Background: an optimization exercise with open tools, aiming at small area, a short achievable clock period and few clock cycles per item. Do not read the settings as production practice. Function was checked by simulation only, so behaviour that the tests miss may differ from the original.

[design/flow/config.mk]
export PLATFORM = sky130hd
export DESIGN_NAME = AES_TI_core
export DESIGN_NICKNAME = AES_TI_core
export VERILOG_FILES = /design/flow/design.v
export SDC_FILE = /design/flow/constraint.sdc
export NUM_CORES = 4
export LEC_CHECK = 0
export CAP_MARGIN = 20
export CORE_MARGIN = 2
export CORE_UTILIZATION = 40
export SETUP_SLACK_MARGIN = 3.0
export SLEW_MARGIN = 20
[design/flow/constraint.sdc]
create_clock -name core_clock -period 6.0 [get_ports {CLK}]
set_input_delay 1.2000 -clock core_clock [delete_from_list [all_inputs] [get_ports {CLK}]]
set_output_delay 1.2000 -clock core_clock [all_outputs]
set_load 0.01 [all_outputs]
[design/flow/design.v]
module AES_TI_core(Din0, Kin, Dout0, CLK, RSTn, Dvld, Kvld, BSY, EN, Drdy, Krdy);
  input [127:0] Din0, Kin;
  output [127:0] Dout0;
  input CLK, RSTn, Drdy, Krdy, EN;
  output Dvld, BSY, Kvld;
  reg Dvld, Kvld, BSY;
  reg [6:0] ph;        
  reg [3:0] rnd_no;    
  reg [31:0] RG00, RG01, RG02, RG03;
  reg [31:0] RG10, RG11, RG12, RG13;
  reg [31:0] RG20, RG21, RG22, RG23;
  reg [31:0] RG30, RG31, RG32, RG33;
  wire [31:0] WA0, WB0, WA1, WB1, WA2, WB2, WA3, WB3;
  xs_step2 x0 (.r0(RG00), .r1(RG01), .r3(RG03), .wa(WA0), .wb(WB0));
  xs_step2 x1 (.r0(RG10), .r1(RG11), .r3(RG13), .wa(WA1), .wb(WB1));
  xs_step2 x2 (.r0(RG20), .r1(RG21), .r3(RG23), .wa(WA2), .wb(WB2));
  xs_step2 x3 (.r0(RG30), .r1(RG31), .r3(RG33), .wa(WA3), .wb(WB3));
  wire [255:0] rnd = {WB3, WA3, WB2, WA2, WB1, WA1, WB0, WA0};
  always @(posedge CLK) begin
    if (RSTn==0) begin
      RG00 <= 32'd123456789; RG01 <= 32'd362436069; RG02 <= 32'd521288629; RG03 <= 32'd88675123;
      RG10 <= 32'd141592653; RG11 <= 32'd589793238; RG12 <= 32'd462433832; RG13 <= 32'd79502884;
      RG20 <= 32'd413213562; RG21 <= 32'd373095048; RG22 <= 32'd87242096; RG23 <= 32'd98078569;
      RG30 <= 32'h89a01b2f; RG31 <= 32'h9fe9cb91; RG32 <= 32'hd9e6ab64; RG33 <= 32'ha723cecf;
    end else begin
      RG00 <= RG02; RG01 <= RG03; RG02 <= WA0; RG03 <= WB0;
      RG10 <= RG12; RG11 <= RG13; RG12 <= WA1; RG13 <= WB1;
      RG20 <= RG22; RG21 <= RG23; RG22 <= WA2; RG23 <= WB2;
      RG30 <= RG32; RG31 <= RG33; RG32 <= WA3; RG33 <= WB3;
    end
  end
  wire idle_en = EN & ~BSY;
  wire kload = idle_en & Krdy;
  wire dload = idle_en & ~Krdy & Drdy;
  wire finish = ph[6] & (rnd_no == 4'd10);
  always @(posedge CLK) begin
    if (RSTn==0) begin
      BSY <= 1'b0; Dvld <= 1'b0; Kvld <= 1'b0; rnd_no <= 4'd1; ph <= 7'd0;
    end else begin
      Dvld <= finish;
      if (kload) Kvld <= 1'b1;
      if (dload) begin
        BSY <= 1'b1; Kvld <= 1'b0; rnd_no <= 4'd1; ph <= 7'd1;
      end else if (BSY) begin
        if (finish) begin
          BSY <= 1'b0; ph <= 7'd0;
        end else begin
          ph <= {ph[5:0], ph[6]};
        end
        if (ph[6]) rnd_no <= rnd_no + 4'd1;
      end
    end
  end
  reg [31:0] kr0, kr1, kr2, kr3;
  reg [7:0] rcon;
  always @(*) begin
    case (rnd_no)
      4'd1: rcon = 8'h01; 4'd2: rcon = 8'h02; 4'd3: rcon = 8'h04; 4'd4: rcon = 8'h08;
      4'd5: rcon = 8'h10; 4'd6: rcon = 8'h20; 4'd7: rcon = 8'h40; 4'd8: rcon = 8'h80;
      4'd9: rcon = 8'h1b; default: rcon = 8'h36;
    endcase
  end
  wire kupd = ph[3] | ph[4] | ph[5] | ph[6];
  reg [31:0] T;
  wire [31:0] newcol = kr0 ^ ((ph[3]) ? (T ^ {rcon, 24'd0}) : kr3);
  always @(posedge CLK) begin
    if (kload) begin
      kr0 <= Kin[127:96]; kr1 <= Kin[95:64]; kr2 <= Kin[63:32]; kr3 <= Kin[31:0];
    end else if (kupd) begin
      kr0 <= kr1; kr1 <= kr2; kr2 <= kr3; kr3 <= newcol;
    end
  end
  wire [7:0] ksin0 = ph[0] ? kr3[23:16] : kr3[7:0];
  wire [7:0] ksin1 = ph[0] ? kr3[15:8]  : kr3[31:24];
  wire [7:0] ksout0, ksout1;
  Sbox_plain_pipe ks0 (.CLK(CLK), .in0(ksin0), .out0(ksout0));
  Sbox_plain_pipe ks1 (.CLK(CLK), .in0(ksin1), .out0(ksout1));
  always @(posedge CLK) T <= {T[15:0], ksout0, ksout1};
  wire [127:0] S0, S1;
  wire [31:0] y0, y1;    
  genvar gi, gd;
  generate
    for (gi = 0; gi < 4; gi = gi + 1) begin : g_sb
      wire [7:0] a0 = ({8{ph[0]}} & S0[8*gi +: 8]) | ({8{ph[1]}} & S0[8*(4+gi) +: 8]) |
                      ({8{ph[2]}} & S0[8*(8+gi) +: 8]) | ({8{ph[3]}} & S0[8*(12+gi) +: 8]);
      wire [7:0] a1 = ({8{ph[0]}} & S1[8*gi +: 8]) | ({8{ph[1]}} & S1[8*(4+gi) +: 8]) |
                      ({8{ph[2]}} & S1[8*(8+gi) +: 8]) | ({8{ph[3]}} & S1[8*(12+gi) +: 8]);
      wire [31:0] o;
      wire [31:0] wa = rnd[64*gi +: 32];
      wire [31:0] wb = rnd[64*gi+32 +: 32];
      wire [63:0] rsb = {wa[27:12], wa[31:28], wb[7:0], wa[11:0], wb[31:8]};
      Sbox_TI sb (.CLK(CLK), .in0(a0), .in1(a1), .r(rsb), .out(o));
      Sbox_out so (.in(o), .out0(y0[31-8*gi -: 8]), .out1(y1[31-8*gi -: 8]));
    end
  endgenerate
  wire last = (rnd_no == 4'd10);
  wire [31:0] mc0, mc1;
  MixCol mxa (.in0(y0), .out0(mc0));
  MixCol mxb (.in0(y1), .out0(mc1));
  wire [31:0] w1 = (last ? y1 : mc1) ^ newcol;
  wire [31:0] w0 = last ? (y0 ^ w1) : mc0;
  generate
    for (gd = 0; gd < 4; gd = gd + 1) begin : g_d
      for (gi = 0; gi < 4; gi = gi + 1) begin : g_i
        localparam integer Q = 4*gd + gi;              
        localparam integer C = (gd + gi) % 4;          
        localparam integer N = 4*C + gi;               
        wire [7:0] din_b = Din0[127-8*N -: 8];
        wire [7:0] key_b = (C == 0) ? kr0[31-8*gi -: 8] : (C == 1) ? kr1[31-8*gi -: 8] :
                           (C == 2) ? kr2[31-8*gi -: 8] : kr3[31-8*gi -: 8];
        wire [7:0] r_b = rnd[8*Q +: 8];
        wire we = ph[C + 3];
        reg [7:0] s0q, s1q;
        always @(posedge CLK) begin
          if (dload) s0q <= din_b ^ r_b;
          else if (we) s0q <= w0[31-8*gi -: 8];
        end
        always @(posedge CLK) begin
          if (~BSY) s1q <= r_b ^ key_b;
          else if (we) s1q <= w1[31-8*gi -: 8];
        end
        assign S0[8*Q +: 8] = s0q;
        assign S1[8*Q +: 8] = s1q;
        assign Dout0[127-8*N -: 8] = s0q;
      end
    end
  endgenerate
endmodule  
module xs_step2 (r0, r1, r3, wa, wb);
  input [31:0] r0, r1, r3;
  output [31:0] wa, wb;
  wire [31:0] ta = r0 ^ (r0 << 11);
  wire [31:0] tb = r1 ^ (r1 << 11);
  assign wa = (r3 ^ (r3 >> 19)) ^ (ta ^ (ta >> 8));
  assign wb = (wa ^ (wa >> 19)) ^ (tb ^ (tb >> 8));
endmodule
module Sbox_TI (CLK, in0, in1, r, out);
  input CLK;
  input [7:0] in0, in1;
  input [63:0] r;
  output [31:0] out;
  reg [31:0] out;
  wire [7:0] t0, t1, o0, o1, o2, o3;
  iso isa (.in0(in0), .out0(t0));
  iso isb (.in0(in1), .out0(t1));
  inversion_TI inv (.in0(t0), .in1(t1), .out0(o0), .out1(o1), .out2(o2), .out3(o3), .r(r), .CLK(CLK));
  always @(posedge CLK) out <= {o0, o1, o2, o3};
endmodule
module Sbox_out (in, out0, out1);
  input [31:0] in;
  output [7:0] out0, out1;
  wire [7:0] a0, a1;
  affine_add af0 (.in0(in[31:24] ^ in[23:16]), .out0(a0));
  affine     af1 (.in0(in[15:8] ^ in[7:0]), .out0(a1));
  inviso iv0 (.in0(a0), .out0(out0));
  inviso iv1 (.in0(a1), .out0(out1));
endmodule
module MixCol (in0, out0);
  input [31:0] in0;
  output [31:0] out0;
  wire [7:0] a0 = in0[31:24], a1 = in0[23:16], a2 = in0[15:8], a3 = in0[7:0];
  wire [7:0] t = a0 ^ a1 ^ a2 ^ a3;
  function [7:0] xt(input [7:0] x);
    xt = {x[6:0], 1'b0} ^ (x[7] ? 8'h1b : 8'h00);
  endfunction
  assign out0[31:24] = a0 ^ t ^ xt(a0 ^ a1);
  assign out0[23:16] = a1 ^ t ^ xt(a1 ^ a2);
  assign out0[15:8]  = a2 ^ t ^ xt(a2 ^ a3);
  assign out0[7:0]   = a3 ^ t ^ xt(a3 ^ a0);
endmodule
module Sbox_plain_pipe (CLK, in0, out0);
  input CLK;
  input [7:0] in0;
  output [7:0] out0;
  wire [7:0] x;
  wire [3:0] p, sq;
  reg [3:0] c_r, hi_r, lo_r;
  wire [3:0] d, oh, ol;
  wire [7:0] af;
  iso is0 (.in0(in0), .out0(x));
  gf24mul mulc (.in0(x[3:0]), .in1(x[7:4]), .out0(p));
  SqSc sqc (.in0(x[3:0] ^ x[7:4]), .out0(sq));
  always @(posedge CLK) begin
    c_r <= p ^ sq; hi_r <= x[7:4]; lo_r <= x[3:0];
  end
  GF_INV_4 inv4 (.in0(c_r), .out0(d));
  gf24mul mulh (.in0(d), .in1(lo_r), .out0(oh));
  gf24mul mull (.in0(d), .in1(hi_r), .out0(ol));
  affine af1 (.in0({oh, ol}), .out0(af));
  inviso iv (.in0(af), .out0(out0));
endmodule
module inversion_TI (in0, in1, out0, out1, out2, out3, r, CLK);
  input [7:0] in0, in1;
  output [7:0] out0, out1, out2, out3;
  input [63:0] r;
  input CLK;
  reg [3:0] s0reg, s1reg, s2reg, s3reg, i0reg, i1reg, i2reg, i3reg, i4reg, i5reg, i6reg, i7reg,
            h00reg, h01reg, h10reg, h11reg, l00reg, l01reg, l10reg, l11reg;
  wire [3:0] s0, s1, s2, s3;
  Stage1 S1 (.in00(in0[3:0]), .in01(in1[3:0]), .in10(in0[7:4]), .in11(in1[7:4]),
             .out0(s0), .out1(s1), .out2(s2), .out3(s3), .r0(r[47:44]), .r1(r[43:40]), .r2(r[39:36]));
  wire [3:0] i0, i1, i2, i3, i4, i5, i6, i7;
  Stage2 S2 (.in0(s0reg), .in1(s1reg), .in2(s2reg), .in3(s3reg),
             .out0(i0), .out1(i1), .out2(i2), .out3(i3), .out4(i4), .out5(i5), .out6(i6), .out7(i7),
             .r0(r[35:32]), .r1(r[31:28]), .r2(r[27:24]), .r3(r[51:48]), .r4(r[55:52]), .r5(r[59:56]), .r6(r[63:60]));
  wire [3:0] t0, t1, t2, t3, u0, u1, u2, u3;
  Stage3 S3 (.inh0(h10reg), .inh1(h11reg), .inl0(l10reg), .inl1(l11reg),
             .in0(i0reg), .in1(i1reg), .in2(i2reg), .in3(i3reg),
             .in4(i4reg), .in5(i5reg), .in6(i6reg), .in7(i7reg),
             .out0(out0[7:4]), .out1(out1[7:4]), .out2(out2[7:4]), .out3(out3[7:4]),
             .out4(out0[3:0]), .out5(out1[3:0]), .out6(out2[3:0]), .out7(out3[3:0]),
             .r0(r[23:20]), .r1(r[19:16]), .r2(r[15:12]), .r3(r[11:8]), .r4(r[7:4]), .r5(r[3:0]));
  always @(posedge CLK) begin
    s0reg <= s0; s1reg <= s1; s2reg <= s2; s3reg <= s3;
    i0reg <= i0; i1reg <= i1; i2reg <= i2; i3reg <= i3; i4reg <= i4; i5reg <= i5; i6reg <= i6; i7reg <= i7;
    h00reg <= in0[7:4]; h01reg <= in1[7:4]; l00reg <= in0[3:0]; l01reg <= in1[3:0];
    h10reg <= h00reg; h11reg <= h01reg; l10reg <= l00reg; l11reg <= l01reg;
  end
endmodule  
module MixColumns (in0, out0, out1);
  input [31:0] in0;
  output [31:0] out0, out1;
  wire [7:0] a3, a2, a1, a0, b3, b2, b1, b0, c1, c0,
             w3, w2, w1, w0, v3, v2, v1, v0;
  assign {a3, a2, a1, a0} = in0;
  assign b3 = a3 ^ a2; assign b2 = a2 ^ a1;
  assign b1 = a1 ^ a0; assign b0 = a0 ^ a3;
  affine_bp1 beta0 (.in0(b0), .out0(v0));
  affine_bp1 beta1 (.in0(b1), .out0(v1));
  affine_bp1 beta2 (.in0(b2), .out0(v2));
  affine_bp1 beta3 (.in0(b3), .out0(v3));
  assign c0 = a0 ^ a1;
  assign c1 = a2 ^ a3;
  assign out0 = {a1^c1^v0, c0^a2^v3, c0^a3^v2, a0^c1^v1};
  assign out1 = {a3, a2, a1, a0};
endmodule  
module affine_add (in0, out0);
  input [7:0] in0;
  output [7:0] out0;
  assign out0[0] = in0[4]^in0[5]^in0[6];
  assign out0[1] = in0[1]^in0[3]^in0[5];
  assign out0[2] = in0[1]^in0[5]^in0[7];
  assign out0[3] = in0[1]^in0[4]^in0[6];
  assign out0[4] = in0[2]^in0[3]^in0[4]^in0[5]^in0[6];
  assign out0[5] = in0[1]^in0[6];
  assign out0[6] = in0[2]^in0[6];
  assign out0[7] = in0[0]^in0[3]^in0[5]^in0[7];
endmodule  
module affine (in0, out0);
  input [7:0] in0;
  output [7:0] out0;
  assign out0[0] = ~in0[4]^in0[5]^in0[6];
  assign out0[1] = in0[1]^in0[3]^in0[5];
  assign out0[2] = ~in0[1]^in0[5]^in0[7];
  assign out0[3] = ~in0[1]^in0[4]^in0[6];
  assign out0[4] = ~in0[2]^in0[3]^in0[4]^in0[5]^in0[6];
  assign out0[5] = in0[1]^in0[6];
  assign out0[6] = in0[2]^in0[6];
  assign out0[7] = in0[0]^in0[3]^in0[5]^in0[7];
endmodule  
module affine_bp1 (in0, out0);
  input [7:0] in0;
  output [7:0] out0;
  assign out0[0] = in0[1]^in0[3]^in0[5]^in0[6];
  assign out0[1] = in0[0]^in0[1]^in0[2]^in0[3]^in0[4]^in0[5]^in0[7];
  assign out0[2] = in0[1]^in0[2]^in0[4];
  assign out0[3] = in0[0]^in0[1]^in0[3]^in0[5];
  assign out0[4] = in0[1]^in0[2]^in0[6];
  assign out0[5] = in0[0]^in0[1]^in0[3]^in0[7];
  assign out0[6] = in0[0]^in0[4]^in0[7];
  assign out0[7] = in0[1]^in0[5]^in0[6]^in0[7];
endmodule  
module Stage3 (inh0, inh1, inl0, inl1, in0, in1, in2, in3, in4, in5, in6, in7,
               out0, out1, out2, out3, out4, out5, out6, out7, r0, r1, r2, r3, r4, r5);
  input [3:0] inh0, inh1, inl0, inl1,
              in0, in1, in2, in3, in4, in5, in6, in7;
  output [3:0] out0, out1, out2, out3, out4, out5, out6, out7;
  input [3:0] r0, r1, r2, r3, r4, r5;
  wire [3:0] a0, a1, z0, z1, z2, z3, z4, z5, z6, z7;
  assign a0 = in0 ^ in2 ^ in4 ^ in6;
  assign a1 = in1 ^ in3 ^ in5 ^ in7;
  wire [1:0] ff0, ff1;
  wire f0, f1, h0, l0, h1, l1;
  assign ff0 = a0[3:2] ^ a0[1:0];
  assign f0 = ^ff0;
  assign {h0, l0} = {a0[3]^a0[2], a0[1]^a0[0]};
  assign ff1 = a1[3:2] ^ a1[1:0];
  assign f1 = ^ff1;
  assign {h1, l1} = {a1[3]^a1[2], a1[1]^a1[0]};
  gf24mul_factoring mulf0 (.in0(inl0), .in1(a0), .ff(ff0), .f(f0), .h(h0), .l(l0), .out0(z0));
  gf24mul_factoring mulf1 (.in0(inl0), .in1(a1), .ff(ff1), .f(f1), .h(h1), .l(l1), .out0(z1));
  gf24mul_factoring mulf2 (.in0(inl1), .in1(a0), .ff(ff0), .f(f0), .h(h0), .l(l0), .out0(z2));
  gf24mul_factoring mulf3 (.in0(inl1), .in1(a1), .ff(ff1), .f(f1), .h(h1), .l(l1), .out0(z3));
  gf24mul_factoring mulf4 (.in0(inh0), .in1(a0), .ff(ff0), .f(f0), .h(h0), .l(l0), .out0(z4));
  gf24mul_factoring mulf5 (.in0(inh0), .in1(a1), .ff(ff1), .f(f1), .h(h1), .l(l1), .out0(z5));
  gf24mul_factoring mulf6 (.in0(inh1), .in1(a0), .ff(ff0), .f(f0), .h(h0), .l(l0), .out0(z6));
  gf24mul_factoring mulf7 (.in0(inh1), .in1(a1), .ff(ff1), .f(f1), .h(h1), .l(l1), .out0(z7));
  assign out0 = z0 ^ r0;
  assign out1 = z1 ^ r1;
  assign out2 = z2 ^ r2;
  assign out3 = z3 ^ r0 ^ r1 ^ r2;
  assign out4 = z4 ^ r3;
  assign out5 = z5 ^ r4;
  assign out6 = z6 ^ r5;
  assign out7 = z7 ^ r3 ^ r4 ^ r5;
endmodule  
module gf24mul_factoring (in0, in1, ff, f, h, l, out0);
  input [3:0] in0, in1;
  output [3:0] out0;
  input [1:0] ff;
  input f, h, l;
  wire [1:0] a0, a1, p0, p1, p2, b0;
  assign a1 = ff;
  assign a0 = in0[3:2] ^ in0[1:0];
  gf22mul_scl_factoring mulf0 (.in0(a0), .in1(a1), .f(f), .out0(p2));
  gf22mul_factoring mulf1 (.in0(in0[3:2]), .in1(in1[3:2]), .f(h), .out0(p1));
  gf22mul_factoring mulf2 (.in0(in0[1:0]), .in1(in1[1:0]), .f(l), .out0(p0));
  assign out0 = {p1^p2, p0^p2};
endmodule  
module gf22mul_scl_factoring (in0, in1, f, out0);
  input [1:0] in0, in1;
  input f;
  output [1:0] out0;
  wire a0, a1, p0, p1, p2;
  assign {a1, a0} = {f, ^in0};
  assign {p2, p1, p0} = {~(a1&a0), ~(in1&in0)};
  assign out0 = {p2^p0, p1^p0};
endmodule  
module gf22mul_factoring (in0, in1, f, out0);
  input [1:0] in0, in1;
  input f;
  output [1:0] out0;
  wire a0, a1, p0, p1, p2;
  assign {a1, a0} = {f, ^in0};
  assign {p2, p1, p0} = {~(a1&a0), ~(in1&in0)};
  assign out0 = {p2^p1, p2^p0};
endmodule  
module Stage2 (in0, in1, in2, in3,
               out0, out1, out2, out3, out4, out5, out6, out7,
               r0, r1, r2, r3, r4, r5, r6);
  input [3:0] in0, in1, in2, in3;
  output [3:0] out0, out1, out2, out3, out4, out5, out6, out7;
  input [3:0] r0, r1, r2;
  input [3:0] r3, r4, r5, r6;
  wire a0, a1, a2, a3, b0, b1, b2, b3;
  wire aa02, aa03, aa12, aa13;
  wire ab02, ab03, ab12, ab13;
  wire ba02, ba03, ba12, ba13;
  wire bb02, bb03, bb12, bb13;
  wire aba013, aba123;
  wire abb012, abb013;
  wire baa012, baa013;
  wire bab013, bab123;
  wire aab123, bba123;
  wire [3:0] z000, z001, z010, z011, z100, z101, z110, z111;
  assign {a3, a2, a1, a0} = in0 ^ in1;
  assign {b3, b2, b1, b0} = in2 ^ in3;
  assign aa02 = a0 & a2;  assign ab02 = a0 & b2;  assign ba02 = b0 & a2;  assign bb02 = b0 & b2;
  assign aa03 = a0 & a3;  assign ab03 = a0 & b3;  assign ba03 = b0 & a3;  assign bb03 = b0 & b3;
  assign aa12 = a1 & a2;  assign ab12 = a1 & b2;  assign ba12 = b1 & a2;  assign bb12 = b1 & b2;
  assign aa13 = a1 & a3;  assign ab13 = a1 & b3;  assign ba13 = b1 & a3;  assign bb13 = b1 & b3;
    assign aab123 = ab13&a2;
    assign aba013 = aa03&b1;   assign aba123 = aa13&b2;
  assign abb012 = bb12&a0; assign abb013 = ab03&b1;  
  assign baa012 = aa12&b0; assign baa013 = ba03&a1;  
    assign bab013 = bb03&a1;   assign bab123 = bb13&a2;
    assign bba123 = ba13&b2;
  assign z000 = {aa12|a0, aa13|a0, aa03|a2, aa13|a2};
  assign z001 = {ab12&(~a0), ab13&(~a0), ab03&(~a2), ab13&(~a2)^ab03};
  assign z010 = {b1&(~aa02^b3), aba013^ba12^aa02, a3&(~ab02^a1), aba123^ab02};
  assign z011 = {abb012^ba13, abb013^ab02^bb12, b3&(ab02^a1), b2&(ab13^b0)^bb03};
  assign z100 = {baa012^ab13, baa013^ba02^aa12, a3&(ba02^b1), a2&(ba13^a0)^aa03};
  assign z101 = {a1&(~bb02^a3), bab013^ab12^bb02, b3&(~ba02^b1), bab123^ba02};
  assign z110 = {ba12&(~b0), ba13&(~b0), ba03&(~b2), ba13&(~b2)^ba03};
  assign z111 = {bb12|b0, bb13|b0, bb03|b2, bb13|b2};
  assign out0 = z000 ^ r0;
  assign out1 = z001 ^ r1;
  assign out2 = z010 ^ r2;
  assign out3 = z011 ^ r3;
  assign out4 = z100 ^ r4;
  assign out5 = z101 ^ r5;
  assign out6 = z110 ^ r6;
  assign out7 = z111 ^ r0 ^ r1 ^ r2 ^ r3 ^ r4 ^ r5 ^ r6;
endmodule  
module Stage1 (in00, in01, in10, in11, out0, out1, out2, out3, r0, r1, r2);
  input [3:0] in00, in01, in10, in11;  
  output [3:0] out0, out1, out2, out3;
  input [3:0] r0, r1, r2;  
  wire [3:0] p0, p1, p2, p3, s0, s1;
  gf24mul mul0 (.in0(in00), .in1(in10), .out0(p0));
  gf24mul mul1 (.in0(in00), .in1(in11), .out0(p1));
  gf24mul mul2 (.in0(in01), .in1(in10), .out0(p2));
  gf24mul mul3 (.in0(in01), .in1(in11), .out0(p3));
  SqSc SqSc0 (.in0(in00^in10), .out0(s0));
  SqSc SqSc1 (.in0(in01^in11), .out0(s1));
  assign out0 = p0 ^ r0 ^ s0;
  assign out1 = p1 ^ r1;
  assign out2 = p2 ^ (r0 ^ r1 ^ r2);
  assign out3 = p3 ^ s1 ^ r2;
endmodule  
module SqSc (in0, out0);
  input [3:0] in0;
  output [3:0] out0;
  wire [1:0] a, a2, b;
  assign a = in0[3:2] ^ in0[1:0];
  assign a2 = {a[0], a[1]};
  assign b = {in0[1]^in0[0], in0[0]};
  assign out0 = {a2, b};
endmodule  
module gf28mul (in0, in1, out0);
  input [7:0] in0, in1;
  output [7:0] out0;
  wire [3:0] a1, a0, p2, p1, p0, s0;
  assign a1 = in1[7:4] ^ in1[3:0];
  assign a0 = in0[7:4] ^ in0[3:0];
  gf24mul mul0 (.in0(a1), .in1(a0), .out0(p2));
  gf24mul mul1 (.in0(in0[7:4]), .in1(in1[7:4]), .out0(p1));
  gf24mul mul2 (.in0(in0[3:0]), .in1(in1[3:0]), .out0(p0));
  Scaler Sc (.in0(p2), .out0(s0));
  assign out0 = {p1^s0, p0^s0};
endmodule
module Scaler (in0, out0);
  input [3:0] in0;
  output [3:0] out0;
  wire [1:0] a, a2, b;
  assign a = in0[3:2] ^ in0[1:0];
  assign b = {in0[0], in0[1] ^ in0[0]} ^ in0[3:2];
  assign out0 = {a, b};
endmodule  
module gf24mul (in0, in1, out0);
  input [3:0] in0, in1;
  output [3:0] out0;
  wire [1:0] a0, a1, p0, p1, p2;
  assign a1 = in1[3:2] ^ in1[1:0];
  assign a0 = in0[3:2] ^ in0[1:0];
  gf22mul_scaling mul0 (.in0(a1), .in1(a0), .out0(p2));
  gf22mul mul1 (.in0(in0[3:2]), .in1(in1[3:2]), .out0(p1));
  gf22mul mul2 (.in0(in0[1:0]), .in1(in1[1:0]), .out0(p0));
  assign out0 = {p1^p2, p0^p2};
endmodule  
module gf22mul_scaling (in0, in1, out0);
  input [1:0] in0, in1;
  output [1:0] out0;
  wire a0, a1, p0, p1, p2;
  assign {a1, a0} = {^in1, ^in0};
  assign {p2, p1, p0} = {~(a1&a0), ~(in1&in0)};
  assign out0 = {p2^p0, p1^p0};
endmodule  
module gf22mul (in0, in1, out0);
  input [1:0] in0, in1;
  output [1:0] out0;
  wire a0, a1, p0, p1, p2;
  assign {a1, a0} = {^in1, ^in0};
  assign {p2, p1, p0} = {~(a1&a0), ~(in1&in0)};
  assign out0 = {p2^p1, p2^p0};
endmodule  
module iso (in0, out0);
  input [7:0] in0;
  output [7:0] out0;
  assign out0[0] = in0[4]^in0[5];
  assign out0[1] = in0[1]^in0[3]^in0[4]^in0[6];
  assign out0[2] = in0[0]^in0[1]^in0[2]^in0[5]^in0[7];
  assign out0[3] = in0[4]^in0[5]^in0[7];
  assign out0[4] = in0[0]^in0[3];
  assign out0[5] = in0[1]^in0[4]^in0[5]^in0[7];
  assign out0[6] = in0[4]^in0[5]^in0[6]^in0[7];
  assign out0[7] = in0[0]^in0[4]^in0[5];
endmodule  
module inviso (in0, out0);
  input [7:0] in0;
  output [7:0] out0;
  assign out0[0] = in0[0]^in0[7];
  assign out0[1] = in0[3]^in0[5];
  assign out0[2] = in0[1]^in0[2]^in0[4]^in0[6];
  assign out0[3] = in0[0]^in0[4]^in0[7];
  assign out0[4] = in0[0]^in0[1]^in0[4]^in0[5]^in0[6]^in0[7];
  assign out0[5] = in0[1]^in0[4]^in0[5]^in0[6]^in0[7];
  assign out0[6] = in0[3]^in0[6];
  assign out0[7] = in0[0]^in0[3];
endmodule  
module GF_INV_8 (in0, out0);
  input [7:0] in0;
  output [7:0] out0;
  wire [3:0] hi, lo, p, sq, c, d, oh, ol;
  assign hi = in0[7:4];
  assign lo = in0[3:0];
  gf24mul mulc (.in0(lo), .in1(hi), .out0(p));
  SqSc sqc (.in0(lo ^ hi), .out0(sq));
  assign c = p ^ sq;
  GF_INV_4 inv4 (.in0(c), .out0(d));
  gf24mul mulh (.in0(d), .in1(lo), .out0(oh));
  gf24mul mull (.in0(d), .in1(hi), .out0(ol));
  assign out0 = {oh, ol};
endmodule  
module GF_INV_4 (in0, out0);
  input [3:0] in0;
  output reg [3:0] out0;
  always @(*) begin
    case (in0)
      4'h0: out0 = 4'h0;  4'h1: out0 = 4'hc;  4'h2: out0 = 4'h8;  4'h3: out0 = 4'h4;
      4'h4: out0 = 4'h3;  4'h5: out0 = 4'ha;  4'h6: out0 = 4'h7;  4'h7: out0 = 4'h6;
      4'h8: out0 = 4'h2;  4'h9: out0 = 4'hd;  4'ha: out0 = 4'h5;  4'hb: out0 = 4'he;
      4'hc: out0 = 4'h1;  4'hd: out0 = 4'h9;  4'he: out0 = 4'hb;  default: out0 = 4'hf;
    endcase
  end
endmodule  
[design/flow/flow/run.sh]
#!/bin/bash
set -o pipefail
export BUFFER_PORTS_ARGS="-buffer_cell sky130_fd_sc_hd__buf_2"
export SKIP_GATE_CLONING=1
export CTS_ARGS="-sink_clustering_enable -repair_clock_nets -dont_use_dummy_load -buf_list sky130_fd_sc_hd__clkbuf_8 -sink_clustering_size 16 -sink_clustering_max_diameter 60"
bash standard.sh > standard.log 2>&1
[design/flow/standard.sh]
#!/bin/bash
# synth_recipe.tcl (not shown) runs the flow's synth.tcl, then flattens the netlist and writes it again
# the make line also repeats each setting of config.mk as NAME=value (left out here)
make -C /OpenROAD-flow-scripts/flow DESIGN_CONFIG=/design/flow/config.mk WORK_HOME=/design/flow/orfs CLKGATE_MAP_FILE= SYNTH_SCRIPT=/design/flow/synth_recipe.tcl "${@:-finish}"
==> results of run 1 <==
==> synth_stat cells, types with 53 or more instances <==
master | instances | area, sq um
a21boi_0 | 87 | 653.1
xnor2_1 | 1999 | 17510
o21ai_0 | 424 | 2122
nor2_1 | 402 | 1509
dfxtp_1 | 1038 | 20780
a21oi_1 | 199 | 996.0
nand2_1 | 454 | 1704
nand2b_1 | 179 | 1120
xor2_1 | 775 | 6788
clkbuf_1 | 206 | 773.2
and2_1 | 205 | 1282
a22oi_1 | 233 | 1749
nor3_1 | 53 | 265.3
ha_1 | 54 | 675.7
mux2_2 | 159 | 1790
edfxtp_1 | 384 | 11530
mux2i_1 | 56 | 560.5
==> final timing paths <==
path	endpoint	slack [ns]	depth (start not counted)	from
worst max-delay path	g_sb[0].sb.inv.s0reg[2]	2.58	16	ph[0]
worst min-delay path	g_sb[2].sb.inv.h11reg[2]	0.29	0	g_sb[2].sb.inv.h01reg[2]
worst max register to register	g_sb[0].sb.inv.s0reg[2]	2.58	16	ph[0]
worst min register to register	g_sb[2].sb.inv.h11reg[2]	0.29	0	g_sb[2].sb.inv.h01reg[2]
==> layout make-up <==
type                    count  area [sq um]
fillers                 17370         96260
multi-input cells        5700         50150
flip-flops and latches   1422         32370
repair buffers           1100          8551
well taps                2526          3161
clock buffers             135          1858
inverters                  52         217.7
diodes                      6         15.01
==> cell families (layout without fill, tap and decap cells) <==
group | Yosys count | in the layout | share of synthesized area [%]
compound gates | 1107 | 1107 | 8.910
xor+xnor | 2923 | 2923 | 35.20
fa+ha+maj | 56 | 56 | 0.8970
buf+inv | 319 | 1287 | 1.757
flops | 1422 | 1422 | 41.66
mux | 223 | 223 | 3.207
other cells | 0 | 6 | 0
simple gates | 1391 | 1391 | 8.374
==> repair_timing <==
item | 4_1_cts | 5_1_grt
setup buffers | 355 | 174
pin swaps | 222 | 304
gates cloned | 0 | 0
endpoints found under the hold margin | 0 | 0
gates resized for setup | 584 | 450
endpoints found under the setup margin | 385 | 295
==> cell usage in the layout (no fill, tap or decap), types with 160 or more instances in the layout <==
cell type / netlist / final
a22oi_1: 233 / 202
xnor2_1: 1999 / 1718
nand2_1: 454 / 392
and2_1: 205 / 205
dfxtp_1: 1038 / 1012
edfxtp_1: 384 / 384
nand2b_1: 179 / 167
xnor2_2: 48 / 227
o21ai_0: 424 / 401
buf_4: 13 / 543
a21oi_1: 199 / 160
nor2_1: 402 / 376
xor2_1: 775 / 691
buf_2: 19 / 390
==> layer usage <==
metal,vias up,share of wire (%),GRT usage [%]
met4,2,8.2,20.12
met3,746,5.4,4.161
met2,2154,48,49.35
met1,28370,38,34.43
li1,26410,-,-
met5,-,0.0044,0
==> critical path, cell delays in order, from the launching register on <==
cell	delay, ns
dfxtp_4	0.39
buf_6	0.12
buf_6	0.12
buf_16	0.16
buf_16	0.17
buf_12	0.17
a22oi_2	0.18
nand2_2	0.10
xnor3_2	0.43
buf_6	0.15
xnor2_4	0.18
ha_4	0.25
xor2_1	0.17
xnor2_1	0.21
xnor2_1	0.19
xnor2_1	0.13
xnor2_1	0.22
==> stage by stage <==
stage,setup WS [ns]
2_1_floorplan,2.893
3_3_place_gp,1.458
3_5_place_dp,1.557
4_1_cts,2.692
5_1_grt,2.479
6_report,2.583
==> run notes, run 1 <==
run status: complete, no violations
Final Hold Slack: 0.2871 ns
CTS Hold Buffers Added: 0
Synth Flop Type: dfxtp_1
Crit Path Max Fanout: 7
placed instance count: 10,270
initial core utilization: 40.27%
# nets final: 8,726
Worst-Skew Late Latency: 0.99 ns
RSZ-0062 raised after global routing: true
first-pass GRT wire length: 413,600 microns
Final Cycle Share: 56.95%
Hold Path Class: reg -> reg
row count: 161
routed vias/inst: 5.271
clk slew on worst S/H paths: 0.11 ns
CTS tree: built
final WL: 298,600 microns
synth warn: 6
io pins: 392
initial antenna violation count: 10
Slew Limit Fails: 0
Crit Path Category: reg -> reg
f_max: 292.6 MHz
WP data arrival: 4.25 ns
Post-Syn Area: 0.07756 sq mm
IO Port Bufs: 391
number of buffers created by CTS: 135
Layout area overhead: 24.18%
Detailed Routing Iterations Pass 1: 6
clock tree buffer depth: 3
Die Height: 444.3 microns
Placed Area: 0.08358 sq mm
core area: 0.1926 sq mm
clk root buf: clkbuf_8
synthesized netlist cell count: 7,441
Netlist cell types: 86
Routed wire per std cell: 27.29 microns
Yosys reg bits: 1,422
largest net degree at the start of global routing: 210
Least-Margin Pin Slew: 1.223 ns
Die W: 444.3 microns
Synth Net Count: 7,756
Crit. End Element: flip-flop
Post-synth EDFFs: 384
max cap viols: 0
Final Non-Filler Cells: 10,940
final hold violations: 0
die area: 0.1974 sq mm
startpoint class of the critical path: flip-flop
vias in the first global route: 56,510
Vias: 57,680
Final min period: 3.417 ns
Overflow after GRT: 0
HPWL Detailed: 222,400 microns
Tot GR Track Use: 29.27%
final instance area: 0.09632 sq mm
CTS sink count: 1,422
Setup Skew: 0.1424 ns
H-Tree Depth: 4
Antenna Nets Post-Route: 0
detailed-route DRC error count: 0
Core Util, Final: 50.01%
final setup TNS: 0 ns
max_slew headroom: 18.45%
1st-iter DRT viols: 4,874
share of cells above drive strength 1: 27.10%
Req. time, crit path: 6.84 ns
gpl congestion: 0.9918
Avg Inst Size Synth: 10.42 sq um
Setup-failing EPs final: 0
Seq/Total Area, Yosys: 41.66%
Largest regs: g_d.g_i.s0q (128), g_d.g_i.s1q (128), g_sb.sb.out (128)
Synth async-reset ratio: 0%
Testbench counts, summed over its fixed seeds: cycles 13,824, items 192.
==> inputs of run 2 (changes only) <==
--- a/design/flow/config.mk
+++ b/design/flow/config.mk
@@ -8,5 +8,5 @@
 export CAP_MARGIN = 20
 export CORE_MARGIN = 2
-export CORE_UTILIZATION = 40
-export SETUP_SLACK_MARGIN = 3.0
+export CORE_UTILIZATION = 60
+export SETUP_SLACK_MARGIN = 2.5
 export SLEW_MARGIN = 20
==> run notes, run 2 <==
vias in the first global route: 54,670
CP delay by family, top: XOR/XNOR gates
Area contributors post-synth: dfxtp_1, xnor2_1, edfxtp_1
largest area contributor in the netlist: dfxtp_1
Synth Net Count: 7,756
most frequent cell after synthesis: xnor2_1
share of cells above drive strength 1: 16.41%
Req. time, crit path: 6.69 ns
Core Util, Final: 67.51%
largest net degree at the start of global routing: 125
die area: 0.1322 sq mm
Placement Setup Slack: 1.596 ns
final hold violations: 0
Synth async-reset ratio: 0%
Overflow after GRT: 0
1st-iter DRT viols: 7,336
Least-Margin Pin Slew: 1.263 ns
Die W: 363.5 microns
Largest regs: g_d.g_i.s0q (128), g_d.g_i.s1q (128), g_sb.sb.out (128)
Seq/Total Area, Yosys: 41.66%
met3 usage in global routing: 8.768%
fin worst setup slack: 2.373 ns
global route hottest layer: met2
synth warn: 6
Setup Skew: 0.1079 ns
IO Port Bufs: 391
CP max stage cell: xnor2_1
CTS Hold Buffers Added: 0
Worst Reg-to-Reg Cells: 9
max incr delay on CP: 0.75 ns
initial antenna violation count: 19
final instance area: 0.08631 sq mm
Fillers: 10,090
Routed wire per std cell: 29.44 microns
Post-Syn Area: 0.07756 sq mm
Detailed Routing Iterations Pass 1: 8
run status: complete, no violations
Post-synth EDFFs: 384
Buf/Inv on CP: 0
final WL: 284,000 microns
Final Hold Slack: 0.3072 ns
Layout area overhead: 11.28%
f_max: 275.7 MHz
io pins: 392
Crit Path Max Fanout: 4
Hold Path Class: reg -> reg
Crit Path Category: reg -> reg
CTS sink count: 1,422
HPWL Detailed: 216,900 microns
row count: 131
H-Tree Depth: 4
first-pass GRT wire length: 394,000 microns
Final Cycle Share: 60.46%
Critical Path Stages: 9
Top cell by count, worst path: xnor2_1
routed vias/inst: 5.976
gpl congestion: 1.100
WP data arrival: 4.32 ns
CP Cell Sequence: xnor2_1 -> xnor2_1 -> xnor2_1 -> xnor2_1 -> xnor2_1 -> xnor2_1 -> o21ai_0 -> nand2_1 -> o21ai_0
commonest non-fill, non-tap cells in the layout: xnor2_1, dfxtp_1, xor2_1
# nets final: 8,294
core area: 0.1278 sq mm
met1 Use GR: 53.61%
GR Util met2: 64.07%
clk root buf: clkbuf_8
Setup-failing EPs final: 0
Slew Limit Fails: 0
max cap viols: 0
Worst-Skew Late Latency: 0.91 ns
Antenna Nets Post-Route: 0
Placed Area: 0.08218 sq mm
Die Height: 363.5 microns
final setup TNS: 0 ns
RSZ-0062 raised after global routing: true
Worst Hold Path Cells: 0
Netlist cell types: 86
Final min period: 3.627 ns
Tot GR Track Use: 42.06%
startpoint class of the critical path: flip-flop
Yosys reg bits: 1,422
number of buffers created by CTS: 130
CTS tree: built
clock tree buffer depth: 3
initial core utilization: 60.67%
Vias: 57,640
top-area cell type share of the netlist area: 26.79%
clk slew on worst S/H paths: 0.10 ns
Avg Inst Size Synth: 10.42 sq um
synthesized netlist cell count: 7,441
most common library cells after synthesis: xnor2_1, dfxtp_1, xor2_1
Crit. End Element: flip-flop
Synth Flop Type: dfxtp_1
max_slew headroom: 15.16%
commonest non-fill, non-tap cell in the layout: xnor2_1
detailed-route DRC error count: 0
run 2: cell counts after synthesis:
Identical to the previous run, type by type.
run 2: layout make-up:
type	instances	area, sq um	share of cell area, %
Tap cell	1662	2079	2.409
Sequential cell	1422	32330	37.46
Antenna cell	6	15.01	0.01740
Clock buffer	130	1789	2.073
Inverter	52	207.7	0.2406
Multi-Input combinational cell	5700	45550	52.77
Timing Repair Buffer	673	4342	5.030
run 2: cell families (layout without fill, tap and decap cells):
family                     count (synthesis)  after routing  synth area share, %
buffers and inverters                    319            855                1.757
and+or+nand+nor                         1391           1391                8.374
xor gates and xnor gates                2923           2923                35.20
muxes                                    223            223                3.207
DFF                                     1422           1422                41.66
adders and majority gates                 56             56               0.8970
AOI/OAI and AO/OA                       1107           1107                8.910
other                                      0              6                    0
run 2: repair_timing:
item	CTS	global route
buffers inserted	51	52
resized for setup	74	103
gates cloned	0	0
pin swaps	7	28
endpoints found under the setup margin	225	142
hold endpoints to repair	0	0
run 2: final timing paths:
check,startpoint,to,slack (ns)
worst max-delay path,g_sb[0].sb.out[21],g_d[2].g_i[3].s0q[4],2.37
worst min-delay path,g_sb[3].sb.inv.h00reg[0],g_sb[3].sb.inv.h10reg[0],0.31
worst max register to register,g_sb[0].sb.out[21],g_d[2].g_i[3].s0q[4],2.37
worst min register to register,g_sb[3].sb.inv.h00reg[0],g_sb[3].sb.inv.h10reg[0],0.31
run 2: worst reg2reg max path, cell delays in order, from the launching register on:
cell     delay (ns)
dfxtp_1        0.31
xnor2_1        0.48
xnor2_1        0.20
xnor2_1        0.75
xnor2_1        0.32
xnor2_1        0.22
xnor2_1        0.14
o21ai_0        0.38
nand2_1        0.43
o21ai_0        0.24
run 2: per-stage QoR:
step | cells
2_1_floorplan | 7441
3_3_place_gp | 9404
3_5_place_dp | 9405
4_1_cts | 9586
5_1_grt | 9643
6_report | 9645
run 2: per-layer routing:
layer	part of all wire, %	up-vias
li1	-	25540
met1	38	27920
met2	44	3335
met3	10	836
met4	8.3	10
met5	0.024	-
==> inputs of run 3 (changes only) <==
--- a/design/flow/config.mk
+++ b/design/flow/config.mk
@@ -6,7 +6,8 @@
 export NUM_CORES = 4
 export LEC_CHECK = 0
+export ABC_CLOCK_PERIOD_IN_PS = 3400
 export CAP_MARGIN = 20
 export CORE_MARGIN = 2
 export CORE_UTILIZATION = 60
-export SETUP_SLACK_MARGIN = 2.5
+export SETUP_SLACK_MARGIN = 2.8
 export SLEW_MARGIN = 20
==> run notes, run 3 <==
Vias: 57,480
Buf/Inv on CP: 5
Post-Syn Area: 0.07756 sq mm
Antenna Nets Post-Route: 0
Hold Path Class: reg -> reg
H-Tree Depth: 3
final hold violations: 0
R2R setup slack: 2.60 ns
f_max: 293.8 MHz
CTS tree: built
crit path from: ph[0]
WP data arrival: 4.16 ns
Area contributors post-synth: dfxtp_1, xnor2_1, edfxtp_1
Crit Path Max Fanout: 5
initial core utilization: 60.67%
Least-Margin Pin Slew: 1.293 ns
Overflow after GRT: 0
detailed-route DRC error count: 0
Detailed Routing Iterations Pass 1: 8
HPWL Detailed: 208,400 microns
clk slew on worst S/H paths: 0.10 ns
CP delay by family, top: XOR/XNOR gates
run status: complete, no violations
CP Cell Sequence: buf_12 -> buf_8 -> mux2i_4 -> buf_6 -> buf_12 -> xnor2_4 -> inv_4 -> xnor2_2 -> ha_2 -> xor2_2 -> xnor2_2 -> and3_4 -> a311o_1 -> nand2_2 -> a221o_1 -> mux2i_1
Critical R2R Capture: ks0.mulh.in0[3]
die area: 0.1322 sq mm
row count: 131
Worst Reg-to-Reg Cells: 16
final setup TNS: 0 ns
gpl congestion: 1.037
synth warn: 6
Avg Inst Size Synth: 10.42 sq um
routed vias/inst: 5.861
Placement Setup Slack: 1.805 ns
worst setup path end: ks0.mulh.in0[3]
synthesized netlist cell count: 7,441
clk root buf: clkbuf_8
most common library cells after synthesis: xnor2_1, dfxtp_1, xor2_1
first-pass GRT wire length: 384,100 microns
Setup Skew: 0.08332 ns
Seq/Total Area, Yosys: 41.66%
Synth Flop Type: dfxtp_1
Fillers: 9,669
Netlist cell types: 86
Die Height: 363.5 microns
# nets final: 8,451
max cap viols: 0
most frequent cell after synthesis: xnor2_1
Final min period: 3.404 ns
Synth Net Count: 7,756
Die W: 363.5 microns
largest net degree at the start of global routing: 186
Crit Path Category: reg -> reg
Largest regs: g_d.g_i.s0q (128), g_d.g_i.s1q (128), g_sb.sb.out (128)
max_slew headroom: 13.18%
clock tree buffer depth: 3
CP max stage cell: dfxtp_4
Final Cycle Share: 56.73%
fin worst setup slack: 2.596 ns
Req. time, crit path: 6.76 ns
Synth async-reset ratio: 0%
Setup-failing EPs final: 0
1st-iter DRT viols: 7,165
Crit. End Element: flip-flop
Post-synth EDFFs: 384
top-area cell type share of the netlist area: 26.79%
commonest non-fill, non-tap cells in the layout: xnor2_1, dfxtp_1, xor2_1
initial antenna violation count: 12
Yosys reg bits: 1,422
placed instance count: 9,397
CTS sink count: 1,422
commonest non-fill, non-tap cell in the layout: xnor2_1
number of buffers created by CTS: 121
IO Port Bufs: 391
Slew Limit Fails: 0
Final Non-Filler Cells: 9,806
Tot GR Track Use: 40.74%
worst r2r src: ph[0]
Layout area overhead: 15.33%
vias in the first global route: 54,080
Critical Path Stages: 16
core area: 0.1278 sq mm
max incr delay on CP: 0.47 ns
Routed wire per std cell: 28.23 microns
RSZ-0062 raised after global routing: true
io pins: 392
Worst-Skew Late Latency: 0.91 ns
largest area contributor in the netlist: dfxtp_1
startpoint class of the critical path: flip-flop
share of cells above drive strength 1: 20.48%
final WL: 276,800 microns
-- run 3: cell count changes in the layout (fill, tap and decap cells not counted), moves of 21 or more --
cell,change
xnor2_4,+29
buf_4,+129
nand2_1,-28
xor2_1,-28
buf_6,+21
nand2_2,+26
xnor2_1,-77
xnor2_2,+48
-- run 3: worst min path at each step --
stage | start | end | slack (ns) | cells after the start
finish | g_sb[3].sb.inv.h01reg[1] | g_sb[3].sb.inv.h11reg[1] | 0.27 | 0
global route | g_sb[3].sb.inv.h01reg[1] | g_sb[3].sb.inv.h11reg[1] | 0.28 | 0
CTS | g_sb[3].sb.inv.h01reg[1] | g_sb[3].sb.inv.h11reg[1] | 0.27 | 0
detailed placement | g_sb[2].sb.inv.l01reg[0] | g_sb[2].sb.inv.l11reg[0] | 0.31 | 0
global placement | g_sb[3].sb.inv.l01reg[1] | g_sb[3].sb.inv.l11reg[1] | 0.31 | 0
floorplan | g_sb[0].sb.inv.h00reg[0] | g_sb[0].sb.inv.h10reg[0] | 0.31 | 0
-- run 3: routing by layer --
layer / GRT usage [%] / part of all wire, %
met1: 51.40 / 37
met2: 63.69 / 45
met3: 8.228 / 9.9
met4: 26.48 / 8.1
met5: 0 / 0.018
-- run 3: cells by family after synthesis --
family | share of synthesized area (%)
xor+xnor | 35.20
buf+inv | 1.757
simple gates | 8.374
fa+ha+maj | 0.8970
compound gates | 8.910
flops | 41.66
mux | 3.207
-- run 3: layout make-up --
class,instances,area [sq um],share of cell area (%)
Antenna cell,10,25.02,0.02798
Clock buffer,121,1665,1.862
Inverter,52,210.2,0.2350
Multi-Input combinational cell,5700,47280,52.85
Sequential cell,1422,32340,36.15
Tap cell,1662,2079,2.325
Timing Repair Buffer,839,5857,6.548
-- run 3: worst register-to-register path: stages, from the launching register on --
cell and delay, ns:
dfxtp_4 0.47, buf_12 0.15, buf_8 0.11, mux2i_4 0.26
buf_6 0.14, buf_12 0.10, xnor2_4 0.13, inv_4 0.08
xnor2_2 0.18, ha_2 0.23, xor2_2 0.21, xnor2_2 0.18
and3_4 0.24, a311o_1 0.21, nand2_2 0.12, a221o_1 0.34
mux2i_1 0.15
-- run 3: timing repair --
action	in CTS	in global routing
endpoints found under the setup margin	295	220
gates resized for setup	240	238
buffers inserted	142	136
hold buffers	0	0
pin swaps	75	131
-- run 3: per-stage QoR --
stage | utilization [%] | hold WS (ns) | cell area (sq um)
after floorplan | - | 0.3096 | 77590
after global placement | 64.27 | 0.3101 | 82170
after detailed placement | 64.30 | 0.3121 | 82210
after CTS | 67.80 | 0.2725 | 86680
after global routing | 69.95 | 0.2804 | 89430
final | 69.97 | 0.2745 | 89450
==> inputs of run 4 (changes only) <==
--- a/design/flow/config.mk
+++ b/design/flow/config.mk
@@ -6,5 +6,4 @@
 export NUM_CORES = 4
 export LEC_CHECK = 0
-export ABC_CLOCK_PERIOD_IN_PS = 3400
 export CAP_MARGIN = 20
 export CORE_MARGIN = 2
==> run notes, run 4 <==
Detailed Routing Iterations Pass 1: 8
run status: complete, no violations
Final min period: 3.404 ns
Tot GR Track Use: 40.74%
Slew Limit Fails: 0
Crit Path Category: reg -> reg
commonest non-fill, non-tap cell in the layout: xnor2_1
share of cells above drive strength 1: 20.48%
clk slew on worst S/H paths: 0.10 ns
top-area cell type share of the netlist area: 26.79%
final WL: 276,800 microns
Worst-Skew Late Latency: 0.91 ns
gpl congestion: 1.037
Post-Syn Area: 0.07756 sq mm
most frequent cell after synthesis: xnor2_1
HPWL Detailed: 208,400 microns
Final Cycle Share: 56.73%
register area: 0.03234 sq mm
1st-iter DRT viols: 7,165
Antenna Nets Post-Route: 0
clock tree buffer depth: 3
Yosys reg bits: 1,422
startpoint class of the critical path: flip-flop
WP data arrival: 4.16 ns
synthesized netlist cell count: 7,441
Hold Path Class: reg -> reg
Layout area overhead: 15.33%
Setup Skew: 0.08332 ns
Avg Inst Size Synth: 10.42 sq um
Req. time, crit path: 6.76 ns
Hold Crit Start: g_sb[3].sb.inv.h01reg[1]
worst r2r src: ph[0]
IO Port Bufs: 391
clk root buf: clkbuf_8
Final Hold Slack: 0.2745 ns
Vias: 57,480
# nets final: 8,451
RSZ-0062 raised after global routing: true
max_slew headroom: 13.18%
synth warn: 6
core area: 0.1278 sq mm
Least-Margin Pin Slew: 1.293 ns
CTS tree: built
Crit Path Max Fanout: 5
Seq/Total Area, Yosys: 41.66%
f_max: 293.8 MHz
routed vias/inst: 5.861
initial antenna violation count: 12
Largest regs: g_d.g_i.s0q (128), g_d.g_i.s1q (128), g_sb.sb.out (128)
Crit. End Element: flip-flop
crit path from: ph[0]
Synth async-reset ratio: 0%
number of buffers created by CTS: 121
detailed-route DRC error count: 0
Area contributors post-synth: dfxtp_1, xnor2_1, edfxtp_1
commonest non-fill, non-tap cells in the layout: xnor2_1, dfxtp_1, xor2_1
Die Height: 363.5 microns
final setup TNS: 0 ns
vias in the first global route: 54,080
Setup-failing EPs final: 0
Post-synth EDFFs: 384
most common library cells after synthesis: xnor2_1, dfxtp_1, xor2_1
H-Tree Depth: 3
initial core utilization: 60.67%
Overflow after GRT: 0
area of the multi-input gates: 0.04728 sq mm
largest area contributor in the netlist: dfxtp_1
max cap viols: 0
Fillers: 9,669
Synth Net Count: 7,756
CTS sink count: 1,422
final hold violations: 0
Die W: 363.5 microns
largest net degree at the start of global routing: 186
Synth Flop Type: dfxtp_1
row count: 131
Netlist cell types: 86
Routed wire per std cell: 28.23 microns
first-pass GRT wire length: 384,100 microns
io pins: 392
die area: 0.1322 sq mm
run 4: final timing paths:
check / end / cells past startpoint / slack (ns)
min reg2reg: g_sb[3].sb.inv.h11reg[1] / 0 / 0.27
min: g_sb[3].sb.inv.h11reg[1] / 0 / 0.27
max: ks0.mulh.in0[3] / 16 / 2.60
max reg2reg: ks0.mulh.in0[3] / 16 / 2.60
run 4: layer usage:
layer	part of all wire (%)	track usage, %	up-vias
met2	45	63.69	3087
met4	8.1	26.48	6
met1	37	51.40	27710
met3	9.9	8.228	768
li1	-	-	25900
met5	0.018	0	-
run 4: critical path, stage by stage, from the launching register on:
cell and delay, ns:
dfxtp_4 0.47, buf_12 0.14, buf_8 0.11, mux2i_4 0.26, buf_6 0.14, buf_12 0.10
xnor2_4 0.13, inv_4 0.08, xnor2_2 0.18, ha_2 0.23, xor2_2 0.21, xnor2_2 0.17
and3_4 0.24, a311o_1 0.21, nand2_2 0.12, a221o_1 0.34, mux2i_1 0.15
run 4: cell type report:
cell class | instances | area share (%)
well taps | 1662 | 2.325
inverters | 52 | 0.2350
diodes | 10 | 0.02798
flip-flops and latches | 1422 | 36.15
multi-input cells | 5700 | 52.85
clock buffers | 121 | 1.862
repair buffers | 839 | 6.548
run 4: timing repair:
item                       in CTS  in global routing
pin swaps                      75                131
hold buffers                    0                  0
setup buffers                 142                136
resized for setup             240                238
setup endpoints to repair     295                220
run 4: cells by family after synthesis:
logic type / Yosys count / synth area share (%)
and+or+nand+nor: 1391 / 8.374
DFF: 1422 / 41.66
xor gates and xnor gates: 2923 / 35.20
muxes: 223 / 3.207
buffers and inverters: 319 / 1.757
AOI/OAI and AO/OA: 1107 / 8.910
adders and majority gates: 56 / 0.8970
run 4: metrics by stage:
step / cell area, sq um / setup slack (ns) / instances / utilization [%]
6_report: 89450 / 2.596 / 9806 / 69.97
4_1_cts: 86680 / 2.629 / 9660 / 67.80
3_3_place_gp: 82170 / 1.826 / 9397 / 64.27
3_5_place_dp: 82210 / 1.805 / 9397 / 64.30
2_1_floorplan: 77590 / 2.774 / 7441 / -
5_1_grt: 89430 / 2.511 / 9800 / 69.95
==> inputs of run 5 (changes only) <==
--- a/design/flow/design.v
+++ b/design/flow/design.v
@@ -34,18 +34,16 @@
   wire dload = idle_en & ~Krdy & Drdy;
   wire finish = ph[6] & (rnd_no == 4'd10);
+  wire [6:0] ph_nx = dload ? 7'd1 : (BSY & ~finish) ? {ph[5:0], ph[6]} : 7'd0;
+  always @(posedge CLK) ph <= RSTn ? ph_nx : 7'd0;
   always @(posedge CLK) begin
     if (RSTn==0) begin
-      BSY <= 1'b0; Dvld <= 1'b0; Kvld <= 1'b0; rnd_no <= 4'd1; ph <= 7'd0;
+      BSY <= 1'b0; Dvld <= 1'b0; Kvld <= 1'b0; rnd_no <= 4'd1;
     end else begin
       Dvld <= finish;
       if (kload) Kvld <= 1'b1;
       if (dload) begin
-        BSY <= 1'b1; Kvld <= 1'b0; rnd_no <= 4'd1; ph <= 7'd1;
+        BSY <= 1'b1; Kvld <= 1'b0; rnd_no <= 4'd1;
       end else if (BSY) begin
-        if (finish) begin
-          BSY <= 1'b0; ph <= 7'd0;
-        end else begin
-          ph <= {ph[5:0], ph[6]};
-        end
+        if (finish) BSY <= 1'b0;
         if (ph[6]) rnd_no <= rnd_no + 4'd1;
       end
@@ -61,7 +59,7 @@
     endcase
   end
-  wire kupd = ph[3] | ph[4] | ph[5] | ph[6];
+  wire kupd = ph[2] | ph[3] | ph[4] | ph[5];
   reg [31:0] T;
-  wire [31:0] newcol = kr0 ^ ((ph[3]) ? (T ^ {rcon, 24'd0}) : kr3);
+  wire [31:0] newcol = kr0 ^ ((ph[2]) ? (T ^ {rcon, 24'd0}) : kr3);
   always @(posedge CLK) begin
     if (kload) begin
@@ -71,6 +69,8 @@
     end
   end
-  wire [7:0] ksin0 = ph[0] ? kr3[23:16] : kr3[7:0];
-  wire [7:0] ksin1 = ph[0] ? kr3[15:8]  : kr3[31:24];
+  reg ksel;      
+  always @(posedge CLK) ksel <= ~(dload | ph[6]);
+  wire [7:0] ksin0 = ksel ? kr3[23:16] : kr3[7:0];
+  wire [7:0] ksin1 = ksel ? kr3[15:8]  : kr3[31:24];
   wire [7:0] ksout0, ksout1;
   Sbox_plain_pipe ks0 (.CLK(CLK), .in0(ksin0), .out0(ksout0));
@@ -82,8 +82,10 @@
   generate
     for (gi = 0; gi < 4; gi = gi + 1) begin : g_sb
-      wire [7:0] a0 = ({8{ph[0]}} & S0[8*gi +: 8]) | ({8{ph[1]}} & S0[8*(4+gi) +: 8]) |
-                      ({8{ph[2]}} & S0[8*(8+gi) +: 8]) | ({8{ph[3]}} & S0[8*(12+gi) +: 8]);
-      wire [7:0] a1 = ({8{ph[0]}} & S1[8*gi +: 8]) | ({8{ph[1]}} & S1[8*(4+gi) +: 8]) |
-                      ({8{ph[2]}} & S1[8*(8+gi) +: 8]) | ({8{ph[3]}} & S1[8*(12+gi) +: 8]);
+      reg [3:0] sel;
+      always @(posedge CLK) sel <= (ph_nx[3:0] != 4'd0) ? ph_nx[3:0] : (4'd1 << gi);
+      wire [7:0] a0 = ({8{sel[0]}} & S0[8*gi +: 8]) | ({8{sel[1]}} & S0[8*(4+gi) +: 8]) |
+                      ({8{sel[2]}} & S0[8*(8+gi) +: 8]) | ({8{sel[3]}} & S0[8*(12+gi) +: 8]);
+      wire [7:0] a1 = ({8{sel[0]}} & S1[8*gi +: 8]) | ({8{sel[1]}} & S1[8*(4+gi) +: 8]) |
+                      ({8{sel[2]}} & S1[8*(8+gi) +: 8]) | ({8{sel[3]}} & S1[8*(12+gi) +: 8]);
       wire [31:0] o;
       wire [31:0] wa = rnd[64*gi +: 32];
@@ -98,5 +100,5 @@
   MixCol mxa (.in0(y0), .out0(mc0));
   MixCol mxb (.in0(y1), .out0(mc1));
-  wire [31:0] w1 = (last ? y1 : mc1) ^ newcol;
+  wire [31:0] w1 = (last ? y1 : mc1) ^ kr3;
   wire [31:0] w0 = last ? (y0 ^ w1) : mc0;
   generate
--- a/design/flow/config.mk
+++ b/design/flow/config.mk
@@ -9,4 +9,4 @@
 export CORE_MARGIN = 2
 export CORE_UTILIZATION = 60
-export SETUP_SLACK_MARGIN = 2.8
+export SETUP_SLACK_MARGIN = 3.0
 export SLEW_MARGIN = 20
==> run notes, run 5 <==
Req. time, crit path: 6.76 ns
Synth Flop Type: dfxtp_1
startpoint class of the critical path: flip-flop
gpl congestion: 1.067
io pins: 392
max cap viols: 0
row count: 131
CTS sink count: 1,431
Antenna Nets Post-Route: 0
Fillers: 9,183
Netlist cell types: 73
initial core utilization: 60.65%
fin worst setup slack: 2.654 ns
core area: 0.1280 sq mm
placed instance count: 9,712
Post-synth EDFFs: 384
Placement Setup Slack: 1.674 ns
Final Cycle Share: 55.77%
Tot GR Track Use: 41.36%
Avg Inst Size Synth: 10.04 sq um
largest area contributor in the netlist: dfxtp_1
Routed wire per std cell: 28.16 microns
Post-Synth Simple-Gate Area: 9.892%
HPWL Detailed: 210,700 microns
Setup Skew: 0.07387 ns
synth warn: 6
final WL: 290,800 microns
Vias: 61,210
post-synthesis adder-cell area fraction: 0.8703%
Post-Syn Area: 0.07764 sq mm
Final Non-Filler Cells: 10,330
Layout area overhead: 20.74%
largest net degree at the start of global routing: 117
f_max: 298.8 MHz
1st-iter DRT viols: 8,100
area of the multi-input gates: 0.04938 sq mm
Slew Limit Fails: 0
multiplexer share of the synthesized area: 1.462%
CTS Hold Buffers Added: 0
commonest non-fill, non-tap cell in the layout: xnor2_1
Worst-Skew Late Latency: 0.90 ns
max_slew headroom: 16.09%
Seq/Total Area, Yosys: 41.85%
Crit Path Max Fanout: 7
Crit. End Element: flip-flop
commonest non-fill, non-tap cells in the layout: xnor2_1, dfxtp_1, xor2_1
Synth async-reset ratio: 0%
number of buffers created by CTS: 130
final hold violations: 0
WP data arrival: 4.11 ns
Final min period: 3.346 ns
clock tree buffer depth: 3
first-pass GRT wire length: 391,800 microns
CTS tree: built
run status: complete, no violations
Least-Margin Pin Slew: 1.253 ns
Core Util, Final: 73.23%
final setup TNS: 0 ns
Largest regs: g_d.g_i.s0q (128), g_d.g_i.s1q (128), g_sb.sb.out (128)
routed vias/inst: 5.928
Crit Path Category: reg -> reg
share of cells above drive strength 1: 22.87%
clk root buf: clkbuf_8
most common library cells after synthesis: xnor2_1, dfxtp_1, xor2_1
Setup-failing EPs final: 0
detailed-route DRC error count: 0
register area: 0.03259 sq mm
Yosys reg bits: 1,431
Compound-Gate Fraction of Synth Area: 8.965%
XOR/XNOR Fraction of Synth Area: 35.04%
die area: 0.1323 sq mm
synthesized netlist cell count: 7,735
Die Height: 363.7 microns
IO Port Bufs: 391
most frequent cell after synthesis: xnor2_1
top-area cell type share of the netlist area: 27.00%
Hold Path Class: reg -> reg
RSZ-0062 raised after global routing: true
initial antenna violation count: 14
Area contributors post-synth: dfxtp_1, xnor2_1, edfxtp_1
largest family of logic cells by synthesized area: XOR/XNOR gates
Detailed Routing Iterations Pass 1: 8
clk slew on worst S/H paths: 0.10 ns
# nets final: 8,908
Synth Net Count: 8,050
H-Tree Depth: 4
Overflow after GRT: 0
vias in the first global route: 56,320
Die W: 363.7 microns
[run 5: changes by cell type after synthesis, sizes merged, moves of 14 or more]
cell,previous run,this run
nor2,402,430
xor2,804,856
clkbuf,206,231
mux2i,64,78
nand2,463,773
mux2,159,25
o21ai,436,482
xnor2,2057,2010
[run 5: cells by family after synthesis]
family	after synthesis
muxes	104
AOI/OAI and AO/OA	1140
buffers and inverters	355
DFF	1431
and+or+nand+nor	1718
adders and majority gates	54
xor gates and xnor gates	2933
[run 5: worst paths after layout]
path / start / to / slack [ns] / cells past startpoint
worst max-delay path: kr3[13] / ks1.mulh.in0[2] / 2.65 / 11
worst min-delay path: g_sb[3].sb.inv.h00reg[0] / g_sb[3].sb.inv.h10reg[0] / 0.29 / 0
worst max register to register: kr3[13] / ks1.mulh.in0[2] / 2.65 / 11
worst min register to register: g_sb[3].sb.inv.h00reg[0] / g_sb[3].sb.inv.h10reg[0] / 0.29 / 0
[run 5: metal layers]
| layer | global-route usage, % | up-vias | part of all wire, % |
|---|---|---|---|
| met3 | 11.87 | 886 | 13 |
| met2 | 61.45 | 3845 | 42 |
| met1 | 54.95 | 29540 | 38 |
| met5 | 0 | - | 0.022 |
| li1 | - | 26940 | - |
| met4 | 21.07 | 10 | 6.9 |
[run 5: layout make-up]
| cell class | count | share of cell area (%) |
|---|---|---|
| repair buffers | 1028 | 8.095 |
| clock buffers | 130 | 1.909 |
| well taps | 1729 | 2.308 |
| flip-flops and latches | 1431 | 34.76 |
| diodes | 6 | 0.01602 |
| multi-input cells | 5949 | 52.68 |
| inverters | 53 | 0.2336 |
[run 5: repair_timing]
item	CTS	global route
buffers inserted	226	251
endpoints found under the setup margin	333	302
pin swaps	147	298
gates resized for setup	401	540
[run 5: worst max-delay path: stages (launching register included)]
cell	delay, ns
edfxtp_1	0.46
buf_6	0.16
xnor3_2	0.41
xor2_1	0.19
mux2i_4	0.28
ha_1	0.30
xnor2_1	0.18
xor2_1	0.22
and4_2	0.34
nor2_4	0.09
o41ai_2	0.49
a211oi_2	0.11
[run 5: through the flow]
| step | area [sq um] | hold slack (ns) |
|---|---|---|
| after floorplan | 77680 | 0.3096 |
| after global placement | 82080 | 0.3108 |
| after detailed placement | 82150 | 0.3121 |
| after CTS | 88470 | 0.2857 |
| after global routing | 93730 | 0.2826 |
| final | 93740 | 0.2915 |
Testbench counts of run 5, summed over its fixed seeds: cycles 13,824, items 192.

==> port drivers added, routing unchanged <==
Ports are ideal in the flow. The routed layouts listed here were re-timed in OpenROAD. Step 1, drivers: a clkbuf_16 drives CLK and a buf_2 each remaining input, both assumed. Step 2 also shifts input and output timing later by t, the mid clock arrival at the registers, as if the neighbouring blocks saw the same clock. a / b / c = no drivers / after step 1 / after step 2; a / b = the first two.
| run | shift t [ns] | slack for setup (ns) | latest minus earliest clock arrival (ns) | pins driven straight from the clock port |
|---|---|---|---|---|
| run 1 | 1.005 | 2.583 / 2.583 / 2.222 | 0.143 / 0.142 | 1 |
| run 2 | 0.942 | 2.373 / 2.373 / 2.165 | 0.118 / 0.118 | 1 |
| run 3 | 0.947 | 2.596 / 2.596 / 1.968 | 0.086 / 0.087 | 1 |
| run 4 | 0.947 | 2.596 / 2.596 / 1.968 | 0.086 / 0.087 | 1 |
| run 5 | 0.950 | 2.654 / 2.654 / 2.241 | 0.081 / 0.081 | 1 |
After both steps setup and hold are still met in every run listed.
